Source: an optimization exercise on an open RTL-to-GDS flow (aim: small area and a short achievable clock period). Production flows keep margins and buffers that such runs may drop.
Only simulation tests tie the RTL to the original design; equivalence was not proved.

==> run Z <==
==> flow/design.v (excerpt) <==
module spi(MOSI, SS_n, clk, rst_n, MISO);
	input MOSI, SS_n, clk, rst_n;
	output MISO;
	wire [9:0] rx_data;
	wire rx_valid, tx_valid;
	wire [7:0] tx_data;
	spi_slave_interface slave(.MOSI(MOSI), .SS_n(SS_n), .tx_data(tx_data), .tx_valid(tx_valid), .clk(clk), .rst_n(rst_n), .MISO(MISO), .rx_data(rx_data), .rx_valid(rx_valid));
	ram mem(.din(rx_data), .rx_valid(rx_valid), .clk(clk), .rst_n(rst_n), .dout(tx_data), .tx_valid(tx_valid));
endmodule
==> module spi_slave_interface, before the edit <==
module spi_slave_interface(MOSI, SS_n, tx_data, tx_valid, clk, rst_n, MISO, rx_data, rx_valid);
	parameter IDLE = 3'b000, CHK_CMD = 3'b001, WRITE = 3'b010, READ_ADD = 3'b011, READ_DATA = 3'b100;
	input MOSI, SS_n, tx_valid, clk, rst_n;
	input [7:0] tx_data;
	output reg MISO, rx_valid;
	output reg [9:0] rx_data;
	reg [2:0] cs, ns;
	reg read;
	reg [3:0] counter;
	always @(posedge clk) begin
		if(~rst_n) begin
			cs <= IDLE;
		end
		else begin
			cs <= ns;
		end
	end
	always @(*) begin
		case(cs)
			IDLE:
				if(SS_n) begin
					ns = IDLE;
				end
				else begin
					ns = CHK_CMD;
				end
			CHK_CMD:
				if(SS_n) begin
					ns = IDLE;
				end
				else if(~SS_n && MOSI && ~read) begin
					ns = READ_ADD;
				end
				else if(~SS_n && MOSI && read) begin
					ns = READ_DATA;
				end
				else begin
					ns = WRITE;
				end
			READ_ADD:
				if(SS_n) begin
					ns = IDLE;
				end
				else begin
					ns = READ_ADD;
				end
			READ_DATA:
				if(SS_n) begin
					ns = IDLE;
				end
				else begin
					ns = READ_DATA;
				end
			WRITE:
				if(SS_n) begin
					ns = IDLE;
				end
				else begin
					ns = WRITE;
				end
			default: ns = IDLE;
		endcase
	end
	always @(posedge clk) begin
		if(~rst_n) begin
			read <= 0;
			MISO <= 0;
			rx_valid <= 0;
			rx_data <= 0;
			counter <= 9;
		end
		else begin
			if(cs == WRITE) begin
				rx_valid <= 0;
				rx_data[counter] <= MOSI;
				counter <= counter -1;
				if(counter == 4'b0000) begin
					rx_valid <= 1;
					counter <= 9;
				end
			end
			else if(cs == READ_ADD) begin
				rx_valid <= 0;
				rx_data[counter] <= MOSI;
				counter <= counter -1;
				if(counter == 4'b0000) begin
					rx_valid <= 1;
					counter <= 9;
					read <= 1;
				end
			end
			else if(cs == READ_DATA) begin
				if(tx_valid) begin
					MISO <= tx_data[counter];
					counter <= counter -1;
					if(counter == 4'b0000) begin
						counter <= 9;
					end
				end
				else begin
					rx_valid <= 0;
					rx_data[counter] <= MOSI;
					counter <= counter -1;
					if(counter == 4'b0000) begin
						rx_valid <= 1;
						counter <= 7;
						read <= 0;
					end
				end
			end
		end
	end
endmodule
==> module ram, before the edit <==
module ram(din, rx_valid, clk, rst_n, dout, tx_valid);
	parameter MEM_DEPTH = 256, ADDR_SIZE = 8;
	input [9:0] din;
	input rx_valid, clk, rst_n;
	output [7:0] dout;
	output tx_valid;
	reg [7:0] mem [MEM_DEPTH-1:0];
	reg [ADDR_SIZE-1:0] write_addr, read_addr;
	reg [7:0] dout_r;
	reg tx_valid_r;
	wire rd_cmd = rx_valid && (din[9:8] == 2'b11);
	assign dout = rd_cmd ? mem[read_addr] : dout_r;
	assign tx_valid = rx_valid ? rd_cmd : tx_valid_r;
	always @(posedge clk) begin
		if(rx_valid && (din[9:8] == 2'b01)) begin
			mem[write_addr] <= din[7:0];
		end
	end
	always @(posedge clk) begin
		if(~rst_n) begin
			dout_r <= 0;
			tx_valid_r <= 0;
			write_addr <= 0;
			read_addr <= 0;
		end
		else begin
			if(rx_valid) begin
				if(din[9:8] == 2'b00) begin
					write_addr <= din[7:0];
					tx_valid_r <= 0;
				end
				else if(din[9:8] == 2'b01) begin
					tx_valid_r <= 0;
				end
				else if(din[9:8] == 2'b10) begin
					read_addr <= din[7:0];
					tx_valid_r <= 0;
				end
				else if (din[9:8] == 2'b11) begin
					dout_r <= mem[read_addr];
					tx_valid_r <= 1;
				end
			end
		end
	end
endmodule
==> module spi, before the edit <==
module spi(MOSI, SS_n, clk, rst_n, MISO);
	input MOSI, SS_n, clk, rst_n;
	output MISO;
	wire [9:0] rx_data;
	wire rx_valid, tx_valid;
	wire [7:0] tx_data;
	spi_slave_interface slave(.MOSI(MOSI), .SS_n(SS_n), .tx_data(tx_data), .tx_valid(tx_valid), .clk(clk), .rst_n(rst_n), .MISO(MISO), .rx_data(rx_data), .rx_valid(rx_valid));
	ram mem(.din(rx_data), .rx_valid(rx_valid), .clk(clk), .rst_n(rst_n), .dout(tx_data), .tx_valid(tx_valid));
endmodule
Settings: LEC_CHECK=0, CAP_MARGIN=20, CORE_MARGIN=2, CORE_UTILIZATION=40, SLEW_MARGIN=20; clock period 5.5 ns.
run.sh (not shown) runs the stock make flow with config.mk's settings and CLKGATE_MAP_FILE= SYNTH_SCRIPT=/design/flow/synth_recipe.tcl, a recipe that flattens the netlist after the stock synthesis.
==> inputs of run H, as changes to run Z <==
==> flow/design.v (replaced) <==
module spi_slave_interface(MOSI, SS_n, clk, rst_n, MISO, word, waddr, ld_wd, ld_ra, rd_data);
	input MOSI, SS_n, clk, rst_n;
	output reg MISO;
	output [7:0] word;
	output reg [7:0] waddr;
	output ld_wd, ld_ra;
	input [7:0] rd_data;
	reg [4:0] cnt;
	reg [8:0] sh;
	reg at11;
	assign word = {sh[6:0], MOSI};
	assign ld_wd = at11 && sh[8:7] == 2'b01;
	assign ld_ra = at11 && sh[8:7] == 2'b10;
	always @(posedge clk) begin
		sh <= {sh[7:0], MOSI};
		if (~rst_n || SS_n) cnt <= 0;
		else cnt <= cnt + 1'b1;
		at11 <= rst_n && ~SS_n && (cnt == 5'd10);
		MISO <= rd_data[3'd3 - cnt[2:0]];
	end
	always @(posedge clk) begin
		if (~rst_n) waddr <= 0;
		else if (at11 && sh[8:7] == 2'b00) waddr <= word;
	end
endmodule
module ram(clk, word, waddr, ld_wd, ld_ra, rd_data);
	input clk;
	input [7:0] word, waddr;
	input ld_wd, ld_ra;
	output reg [7:0] rd_data;
	reg [7:0] wa, wd, ra;
	reg [3:0] ph;
	reg wr_hit;
	reg [1:0] half [0:7];
	wire [7:0] wa_n = ld_wd ? waddr : wa;
	wire [3:0] ph_rd = ph - 4'd2;
	wire rd_hit = (ph_rd[2:0] == ra[2:0]);
	always @(posedge clk) begin
		ph <= ph + 1'b1;	 
		wa <= wa_n;
		if (ld_wd) wd <= word;
		if (ld_ra) ra <= word;
		wr_hit <= (ph[2:0] + 3'd1 == wa_n[2:0]);
	end
	genvar j, r;
	generate
		for (j = 0; j < 8; j = j + 1) begin : plane
			wire [31:0] f0;
			wire wbit = wd[j] ^ ph[3];
			for (r = 0; r < 32; r = r + 1) begin : rg
				reg [7:0] f;
				always @(posedge clk) begin
					f[7:1] <= f[6:0];
					f[0] <= (wr_hit && wa[7:3] == r) ? wbit : ~f[7];
				end
				assign f0[r] = f[0];
			end
			always @(posedge clk) begin
				half[j][0] <= f0[{1'b0, ra[6:3]}];
				half[j][1] <= f0[{1'b1, ra[6:3]}];
				if (rd_hit) rd_data[j] <= half[j][ra[7]] ^ ph_rd[3];
			end
		end
	endgenerate
endmodule
module spi(MOSI, SS_n, clk, rst_n, MISO);
	input MOSI, SS_n, clk, rst_n;
	output MISO;
	wire [7:0] word, waddr, rd_data;
	wire ld_wd, ld_ra;
	spi_slave_interface slave(.MOSI(MOSI), .SS_n(SS_n), .clk(clk), .rst_n(rst_n), .MISO(MISO),
		.word(word), .waddr(waddr), .ld_wd(ld_wd), .ld_ra(ld_ra), .rd_data(rd_data));
	ram mem(.clk(clk), .word(word), .waddr(waddr), .ld_wd(ld_wd), .ld_ra(ld_ra), .rd_data(rd_data));
endmodule
Settings changed: CTS_CLUSTER_DIAMETER from default to 100, CTS_CLUSTER_SIZE from default to 30, SETUP_SLACK_MARGIN from default to 3.8.
==> comparison table <==
item	run H	run Z
Netlist Area Pre-Place	48500 µm²	82800 µm²
Worst skew pair latency	670 ps	870 ps
Outcome	timing/DRC/antenna clean	timing/DRC/antenna clean
Met2 global-route usage	19.9%	33.6%
Number of buffers other than clock buffers in the final layout	122	143
Core region area	120000 µm²	205000 µm²
Post-Synthesis Net Count	2697	4195
Vias per cell	4.18	6.02
Critical path class	reg -> out	reg -> reg
Fraction of final layout cells with drive strength greater than 1	12.9%	19.6%
Synth Area in Adders	0.129%	0.0605%
Router iterations before antenna repair	4	6
Fraction of area in clock buffers and inverters	3.95%	7.50%
DR vias	18600	43100
Endpoint of the lowest-slack register-to-register path	mem.half[6][1]$_DFF_P_	slave.MISO$_SDFFE_PN0P_
Worst setup path end	MISO	slave.MISO$_SDFFE_PN0P_
Uppermost routed layer	met4	met5
Standard cell with the maximum stage delay on the critical path	sky130_fd_sc_hd__dfxtp_2	sky130_fd_sc_hd__and2_2
Share of cell area taken by flip-flops and latches	78.3%	67.4%
Clock tree skew after final layout	29.0 ps	52.7 ps
Antenna violations before repair	3	9

-- afterwards: timing with drivers on the ports --
The results above use ideal ports. As a check the final layouts listed here were re-extracted and re-timed, cells and wires unchanged. Step 1 (the two cells are an assumption about what drives the block):
set clk [get_ports {clk}]
set_driving_cell -lib_cell sky130_fd_sc_hd__clkbuf_16 $clk
set_driving_cell -lib_cell sky130_fd_sc_hd__buf_2 [delete_from_list [all_inputs] $clk]
Step 2 moves the port delays by t, midway between the first and last clock arrival at a register: inputs arrive t later, outputs are due t later. That takes back most of the time a late clock gives input paths. a / b / c = no drivers / after step 1 / after step 2; a / b = the first two.
run | shift t [ns] | slack for setup (ns) | worst setup path after step 2 | clock arrival spread, ns
run Z | 0.939 | 1.074 / 1.074 / 1.074 | register to register | 0.055 / 0.055
run H | 0.722 | 3.272 / 3.207 / 3.204 | input to register | 0.033 / 0.033
After both steps setup and hold are still met in every run listed. The setup slack of run H, which loses most, moves by -0.065 ns with the drivers and by -0.068 ns with both steps.
